From an optimization exercise on the open Yosys and OpenROAD flow, aimed at small area, a short achievable clock period and few clock cycles; shortcuts taken in it are not production practice. Function was checked by simulation only, so behaviour that the tests miss may differ from the original. No activity file was given, so power comes from the tool's default toggle rates.

==> inputs of v6 <==
==> flow/design.v (excerpt) <==
module CHIP(clk,
            rst_n,
            mem_wen_D,
            mem_addr_D,
            mem_wdata_D,
            mem_rdata_D,
            mem_addr_I,
            mem_rdata_I
    );
clock: 16.5 ns
lec_check: 0
cap_margin: 60
core_margin: 2
core_utilization: 40
cts_cluster_diameter: 80
cts_cluster_size: 30
slew_margin: 60
run.sh (not shown) runs the stock make flow with config.mk's settings and CLKGATE_MAP_FILE= SYNTH_SCRIPT=/design/flow/synth_recipe.tcl, a recipe that flattens the netlist after the stock synthesis.
==> v33: changes against v6 <==
--- a/flow/design.v
+++ b/flow/design.v
@@ -22,24 +22,22 @@
     reg  [31:0] B, S;
     reg  [ 4:0] rdE;
     reg         wE, eAdd, eSub, eXor, eSlt, eSll, eSra, eLnk;
     reg         ldE, stE, brE, geE, jrE, mulE, divE;
     reg         fA, fB, fS;     
-    reg         fA2, fB2;       
     reg         kE;             
     reg         dRun;           
     reg         dLast;          
-    reg         dFast;          
-    reg         dZero;          
     reg         dAl;            
+    reg  [ 5:0] zaR, zbR;       
     reg  [ 4:0] dCnt;
-    reg  [31:0] R, AD, WD;      
+    reg  [31:0] R, WD;          
     reg  [31:0] MC;             
     reg  [ 4:0] rdM;
     reg         wM, stM, ldM, mulM;
     assign mem_addr_I  = pcF;
-    assign mem_addr_D  = AD;
+    assign mem_addr_D  = R;
     assign mem_wdata_D = WD;
     assign mem_wen_D   = stM;
     wire [6:0] op  = irD[6:0];
     wire [2:0] f3  = irD[14:12];
     wire [4:0] rs1 = irD[19:15];
@@ -111,12 +109,13 @@
     wire s2  = eL2 & eLnk;
     wire [31:0] rs1v = s1 ? S : (m1 ? mres : q1);
     wire [31:0] rs2v = s2 ? S : (m2 ? mres : q2);
     wire e1 = eL1 & ~eLnk & useRs1;             
     wire e2 = eL2 & ~eLnk & useRs2;
-    wire dHaz    = vD & (((e1 | e2) & (ldE | mulE | dMD | dJalr)) | mm1 | mm2);
-    wire eHold   = divE & ~kE & ~(dRun & dLast);
+    wire dHaz    = vD & (((e1 | e2) & (ldE | mulE)) | (e1 & ~dBr) | (e2 & ~(dBr | dSt)) | mm1 | mm2);
+    wire dFast;
+    wire eHold   = divE & ~kE & ~(dRun & (dLast | (dAl & dFast)));
     wire stallD  = eHold | dHaz;
     wire redirE;
     wire [31:0] tgtE;
     wire redirD  = vD & dJal & ~stallD;
     wire issue   = vD & ~stallD;                
@@ -143,33 +142,34 @@
         if (!stallD) begin
             irD <= mem_rdata_I;
             pdD <= predecode(mem_rdata_I[6:0]);
         end
     end
-    wire [31:0] opA = {fA2 ? R[31:16] : A[31:16], fA ? R[15:0] : A[15:0]};
-    wire [31:0] opB = {fB2 ? R[31:16] : B[31:16], fB ? R[15:0] : B[15:0]};
-    wire [32:0] sum  = {1'b0, opA} + {1'b0, eSub ? ~opB : opB} + {32'd0, eSub};
+    wire [31:0] opA = A[31:0];
+    wire [31:0] opB = B;
+    wire [33:0] sum  = {1'b0, A} + {1'b0, eSub ? ~{1'b0, opB} : {1'b0, opB}} + {33'd0, eSub};
     wire [31:0] xorv = opA ^ opB;
     wire        lt   = (opA[31] ^ opB[31]) ? opA[31] : sum[31];
     wire        eqAB = (A[31:0] == B);
     wire        eqRB = (R == B);
     wire        eqAR = (A[31:0] == R);
     wire        ltAB = $signed(A[31:0]) < $signed(B);
     wire        ltRB = $signed(R) < $signed(B);
     wire        ltAR = $signed(A[31:0]) < $signed(R);
     wire        bEq  = fA ? (fB | eqRB) : (fB ? eqAR : eqAB);
     wire        bLt  = fA ? (~fB & ltRB) : (fB ? ltAR : ltAB);
-    wire [31:0] jt   = A[31:0] + B;
+    wire [31:0] jt   = sum[31:0];
     function [31:0] rev;
         input [31:0] x;
         integer k;
         begin
             for (k = 0; k < 32; k = k + 1) rev[k] = x[31 - k];
         end
     endfunction
     wire [31:0] shIn  = eSra ? opA : rev(dAl ? B : opA);
-    wire [4:0]  shAmt = dAl ? dCnt : opB[4:0];
+    wire [5:0]  dsh   = zbR - zaR;
+    wire [4:0]  shAmt = dAl ? dsh[4:0] : opB[4:0];
     wire [63:0] shExt = {{32{eSra & opA[31]}}, shIn};
     wire [63:0] shOut = shExt >> shAmt;
     wire [31:0] sra   = shOut[31:0];
     wire [31:0] sll   = rev(shOut[31:0]);
     assign redirE = ~kE & (brE & (geE ? ~bLt : bEq) | jrE);
@@ -187,19 +187,14 @@
             z4  = ~|u8[7:4];   u4 = z4  ? u8[3:0]  : u8[7:4];
             z2  = ~|u4[3:2];   u2 = z2  ? u4[1:0]  : u4[3:2];
             clz = (x == 32'd0) ? 6'd32 : {1'b0, z16, z8, z4, z2, ~u2[1]};
         end
     endfunction
-    wire [5:0]  za    = clz(A[31:0]);
-    wire [5:0]  zb    = clz(B);
-    wire [5:0]  dsh   = zb - za;
-    wire        bZero = zb[5];
-    wire        aLess = (za > zb);
-    wire [32:0] dd;                          
-    wire        ge;                          
-    bk_add #(33, 6) u_dd(.a(A), .b(~{1'b0, B}), .ci(1'b1), .s(dd), .co(ge));
-    wire [31:0] divRes = dFast ? {32{dZero}} : {S[30:0], ge};
+    assign      dFast = zbR[5] | (zaR > zbR);
+    wire [32:0] dd    = sum[32:0];           
+    wire        ge    = sum[33];             
+    wire [31:0] divRes = dAl ? {32{zbR[5]}} : {S[30:0], ge};
     wire [31:0] eRes = ({32{eAdd}} & sum[31:0])
                      | ({32{eXor}} & xorv)
                      | ({32{eSlt}} & {31'd0, lt})
                      | ({32{eSll}} & sll)
                      | ({32{eSra}} & sra)
@@ -213,30 +208,28 @@
         if (!rst_n) begin
             wE <= 1'b0; eAdd <= 1'b0; eSub <= 1'b0; eXor <= 1'b0; eSlt <= 1'b0;
             eSll <= 1'b0; eSra <= 1'b0; eLnk <= 1'b0; ldE <= 1'b0; stE <= 1'b0;
             brE <= 1'b0; geE <= 1'b0; jrE <= 1'b0; mulE <= 1'b0; divE <= 1'b0;
             fA <= 1'b0; fB <= 1'b0; fS <= 1'b0; kE <= 1'b0;
-            fA2 <= 1'b1; fB2 <= 1'b1;
-            dRun <= 1'b0; dLast <= 1'b0; dFast <= 1'b0; dZero <= 1'b0; dAl <= 1'b0;
+            dRun <= 1'b0; dLast <= 1'b0; dAl <= 1'b0;
         end else if (eHold) begin
             dRun <= 1'b1;
             if (!dRun) begin
-                dFast <= bZero | aLess;
-                dZero <= bZero;
-                dLast <= bZero | aLess;
-                dAl   <= ~(bZero | aLess);
+                dAl   <= 1'b1;
+                dLast <= 1'b0;
             end else if (dAl) begin
                 dAl   <= 1'b0;
-                dLast <= (dCnt == 5'd0);
+                dLast <= (dsh == 6'd0);
             end else begin
                 dLast <= (dCnt == 5'd1);
             end
         end else begin
             dRun <= 1'b0;
+            dAl  <= 1'b0;
             wE   <= issue & dWr;
             eAdd <= issue & ((dR & ~irD[25] & ~f3[2]) | (dI & f3 == 3'b000) | dLd | dSt);
-            eSub <= issue & ((dR & irD[30]) | (dI & f3 == 3'b010));
+            eSub <= issue & ((dR & irD[30]) | (dI & f3 == 3'b010) | dDiv);
             eXor <= issue & dR & ~irD[25] & f3[2];
             eSlt <= issue & dI & (f3 == 3'b010);
             eSll <= issue & dI & (f3 == 3'b001);
             eSra <= issue & dI & (f3 == 3'b101);
             eLnk <= issue & (dJal | dJalr | dAuipc);
@@ -247,23 +240,23 @@
             jrE  <= issue & dJalr;
             mulE <= issue & dMul;
             divE <= issue & dDiv;
             kE   <= redirE;
             fA   <= e1;
-            fB   <= e2 & ~dImm;
-            fA2  <= e1;
-            fB2  <= e2 & ~dImm;
+            fB   <= e2;
             fS   <= e2 & dSt;
         end
     end
     always @(posedge clk) begin
         if (eHold) begin
             if (!dRun) begin
-                dCnt <= dsh[4:0];
+                zaR  <= clz(A[31:0]);
+                zbR  <= clz(B);
             end else if (dAl) begin
                 B    <= sll;
                 S    <= 32'd0;
+                dCnt <= dsh[4:0];
             end else begin
                 A    <= {(ge ? dd[31:0] : A[31:0]), 1'b0};
                 S    <= {S[30:0], ge};
                 dCnt <= dCnt - 5'd1;
             end
@@ -285,17 +278,16 @@
         end
     end
     always @(posedge clk) begin
         rdM <= rdE;
         R   <= mulE ? ms : eRes;
-        AD  <= mulE ? mc : eRes;
+        WD  <= mulE ? mc : (fS ? R : S);
         MC  <= mx;
-        WD  <= fS ? R : S;
     end
     assign mres = ldM ? mem_rdata_D : R;
-    wire [31:0] pS   = R ^ AD ^ MC;
-    wire [31:0] pC   = (R & AD) | (R & MC) | (AD & MC);
+    wire [31:0] pS   = R ^ WD ^ MC;
+    wire [31:0] pC   = (R & WD) | (R & MC) | (WD & MC);
     wire [31:0] prod = pS + {pC[30:0], 1'b0};
     wire [31:0] wres = mulM ? prod : mres;
     always @(posedge clk or negedge rst_n) begin
         if (!rst_n) begin
             rfv <= 31'd0;
@@ -305,47 +297,10 @@
     end
     always @(posedge clk) begin
         if (wM) rf[rdM] <= wres;
     end
 endmodule
-module bk_add #(parameter N = 32, parameter L = 5) (input [N-1:0] a, input [N-1:0] b, input ci, output [N-1:0] s, output co);
-    wire [N-1:0] p = a ^ b;
-    wire [N-1:0] g = a & b;
-    wire [N-1:0] g0 = {g[N-1:1], g[0] | (p[0] & ci)};
-    wire [N-1:0] G [0:2*L];
-    wire [N-1:0] P [0:2*L];
-    assign G[0] = g0;
-    assign P[0] = p;
-    genvar l, i;
-    generate
-        for (l = 0; l < L; l = l + 1) begin : up
-            for (i = 0; i < N; i = i + 1) begin : b
-                if (((i + 1) % (2 << l)) == 0) begin
-                    assign G[l+1][i] = G[l][i] | (P[l][i] & G[l][i - (1 << l)]);
-                    assign P[l+1][i] = P[l][i] & P[l][i - (1 << l)];
-                end else begin
-                    assign G[l+1][i] = G[l][i];
-                    assign P[l+1][i] = P[l][i];
-                end
-            end
-        end
-        for (l = L - 2; l >= 0; l = l - 1) begin : dn
-            for (i = 0; i < N; i = i + 1) begin : b
-                if (((i + 1) % (2 << l)) == (1 << l) && i >= (2 << l)) begin
-                    assign G[2*L-1-l][i] = G[2*L-2-l][i] | (P[2*L-2-l][i] & G[2*L-2-l][i - (1 << l)]);
-                    assign P[2*L-1-l][i] = P[2*L-2-l][i] & P[2*L-2-l][i - (1 << l)];
-                end else begin
-                    assign G[2*L-1-l][i] = G[2*L-2-l][i];
-                    assign P[2*L-1-l][i] = P[2*L-2-l][i];
-                end
-            end
-        end
-    endgenerate
-    wire [N-1:0] Gf = G[2*L-1];
-    assign s = p ^ {Gf[N-2:0], ci};
-    assign co = Gf[N-1];
-endmodule
 module mul_cs(input [31:0] a, input [31:0] b, output [31:0] s, output [31:0] c, output [31:0] x);
   wire p0_0 = a[0] & b[0];
   wire p0_1 = a[0] & b[1];
   wire p0_2 = a[0] & b[2];
   wire p0_3 = a[0] & b[3];
==> flow/flow/run.sh (new file) <==
#!/bin/bash
# The standard layout, except that the input and output ports are buffered
# with buf_4 cells rather than the weakest buffer the placer would pick.
# Each ORFS step keeps its own log under orfs/logs/; make's whole output is
# also kept in flow_make.log here.
set -euo pipefail
bash standard.sh finish "BUFFER_PORTS_ARGS=-buffer_cell sky130_fd_sc_hd__buf_4" > flow_make.log 2>&1
==> flow/standard.sh (new file) <==
#!/bin/bash
# synth_recipe.tcl (not shown) runs the flow's synth.tcl, then flattens the netlist and writes it again
# the make line also repeats each setting of config.mk as NAME=value (left out here)
make -C /OpenROAD-flow-scripts/flow DESIGN_CONFIG=/design/flow/config.mk WORK_HOME=/design/flow/orfs CLKGATE_MAP_FILE= SYNTH_SCRIPT=/design/flow/synth_recipe.tcl "${@:-finish}"
- CORE_UTILIZATION: 40 -> 80
- CTS_CLUSTER_DIAMETER: 80 -> 60
- CTS_CLUSTER_SIZE: 30 -> 20
removed: flow/run.sh
==> v18: changes against v6 <==
==> flow/flow/run.sh (new file) <==
#!/bin/bash
# The standard layout, except that the input and output ports are buffered
# with buf_4 cells rather than the weakest buffer the placer would pick.
# Each ORFS step keeps its own log under orfs/logs/; make's whole output is
# also kept in flow_make.log here.
set -euo pipefail
bash standard.sh finish "BUFFER_PORTS_ARGS=-buffer_cell sky130_fd_sc_hd__buf_4" > flow_make.log 2>&1
==> flow/standard.sh (new file) <==
#!/bin/bash
# synth_recipe.tcl (not shown) runs the flow's synth.tcl, then flattens the netlist and writes it again
# the make line also repeats each setting of config.mk as NAME=value (left out here)
make -C /OpenROAD-flow-scripts/flow DESIGN_CONFIG=/design/flow/config.mk WORK_HOME=/design/flow/orfs CLKGATE_MAP_FILE= SYNTH_SCRIPT=/design/flow/synth_recipe.tcl "${@:-finish}"
removed: flow/run.sh
==> v5: changes against v6 <==
--- a/flow/design.v
+++ b/flow/design.v
@@ -22,11 +22,10 @@
     reg  [31:0] B, S;
     reg  [ 4:0] rdE;
     reg         wE, eAdd, eSub, eXor, eSlt, eSll, eSra, eLnk;
     reg         ldE, stE, brE, geE, jrE, mulE, divE;
     reg         fA, fB, fS;     
-    reg         fA2, fB2;       
     reg         kE;             
     reg         dRun;           
     reg         dLast;          
     reg         dFast;          
     reg         dZero;          
@@ -111,11 +110,11 @@
     wire s2  = eL2 & eLnk;
     wire [31:0] rs1v = s1 ? S : (m1 ? mres : q1);
     wire [31:0] rs2v = s2 ? S : (m2 ? mres : q2);
     wire e1 = eL1 & ~eLnk & useRs1;             
     wire e2 = eL2 & ~eLnk & useRs2;
-    wire dHaz    = vD & (((e1 | e2) & (ldE | mulE | dMD | dJalr)) | mm1 | mm2);
+    wire dHaz    = vD & (((e1 | e2) & (ldE | mulE)) | (e1 & ~dBr) | (e2 & ~(dBr | dSt)) | mm1 | mm2);
     wire eHold   = divE & ~kE & ~(dRun & dLast);
     wire stallD  = eHold | dHaz;
     wire redirE;
     wire [31:0] tgtE;
     wire redirD  = vD & dJal & ~stallD;
@@ -143,12 +142,12 @@
         if (!stallD) begin
             irD <= mem_rdata_I;
             pdD <= predecode(mem_rdata_I[6:0]);
         end
     end
-    wire [31:0] opA = {fA2 ? R[31:16] : A[31:16], fA ? R[15:0] : A[15:0]};
-    wire [31:0] opB = {fB2 ? R[31:16] : B[31:16], fB ? R[15:0] : B[15:0]};
+    wire [31:0] opA = A[31:0];
+    wire [31:0] opB = B;
     wire [32:0] sum  = {1'b0, opA} + {1'b0, eSub ? ~opB : opB} + {32'd0, eSub};
     wire [31:0] xorv = opA ^ opB;
     wire        lt   = (opA[31] ^ opB[31]) ? opA[31] : sum[31];
     wire        eqAB = (A[31:0] == B);
     wire        eqRB = (R == B);
@@ -213,11 +212,10 @@
         if (!rst_n) begin
             wE <= 1'b0; eAdd <= 1'b0; eSub <= 1'b0; eXor <= 1'b0; eSlt <= 1'b0;
             eSll <= 1'b0; eSra <= 1'b0; eLnk <= 1'b0; ldE <= 1'b0; stE <= 1'b0;
             brE <= 1'b0; geE <= 1'b0; jrE <= 1'b0; mulE <= 1'b0; divE <= 1'b0;
             fA <= 1'b0; fB <= 1'b0; fS <= 1'b0; kE <= 1'b0;
-            fA2 <= 1'b1; fB2 <= 1'b1;
             dRun <= 1'b0; dLast <= 1'b0; dFast <= 1'b0; dZero <= 1'b0; dAl <= 1'b0;
         end else if (eHold) begin
             dRun <= 1'b1;
             if (!dRun) begin
                 dFast <= bZero | aLess;
@@ -247,13 +245,11 @@
             jrE  <= issue & dJalr;
             mulE <= issue & dMul;
             divE <= issue & dDiv;
             kE   <= redirE;
             fA   <= e1;
-            fB   <= e2 & ~dImm;
-            fA2  <= e1;
-            fB2  <= e2 & ~dImm;
+            fB   <= e2;
             fS   <= e2 & dSt;
         end
     end
     always @(posedge clk) begin
         if (eHold) begin
- CTS_CLUSTER_DIAMETER: 80 -> 60
- CTS_CLUSTER_SIZE: 30 -> 20
==> comparison <==
- v33 never finished: it broke off in global routing (5_1_grt) with GRT-0116. v5 went through all stages and came out clean. v18 completed without violations. v6 produced a clean layout.
- Between v18 and v5, the lower via count is in v5 (gap about 2%, measured against v5).
- Of v18 and v5, v18 has the higher synthesized cell count (gap about 3.6%, measured against v5).
- Of v18 and v5, v18 has the higher die area (gap 1.5%, measured against v5).
- The highest routed wire length belongs to v18, the lowest to v5.
- Against v18, the clock skew of v6 is higher by 35 ps.
- First-iteration DRC count: v5 < v6 < v18.
- Sequential power is about the same in v6 and v18.
Testbench counts of v6, summed over its fixed seeds: cycles 30,522.
Testbench counts of v33, summed over its fixed seeds: cycles 30,761.
Testbench counts of v18, summed over its fixed seeds: cycles 30,522.
Testbench counts of v5, summed over its fixed seeds: cycles 30,761.

[static timing again, ports no longer ideal]
Ports are ideal in the flow. The routed layouts listed here were re-timed in OpenROAD. Step 1 sets driving cells, clkbuf_16 on the clock port and buf_2 on the other inputs (assumed; they add their load-dependent delay and slew). Step 2 times the ports against the registers' clock, not the clock port: input delays grow and output delays shrink by t, the midpoint of the rising clock arrivals with the driver on. Slacks: no drivers / after step 1 / after step 2; pairs: no drivers / after step 1.
| run | shift t [ns] | setup WS [ns] | worst setup path after step 2 |
|---|---|---|---|
| v6 | 0.892 | 11.057 / 10.990 / 10.237 | input to register |
| v18 | 0.895 | 10.794 / 10.794 / 10.778 | input to register |
| v5 | 0.945 | 10.921 / 10.823 / 10.612 | input to register |
After both steps every run listed still meets setup and hold. For v6, which loses most, drivers alone change the setup slack by -0.067 ns; drivers and shift together by -0.820 ns.
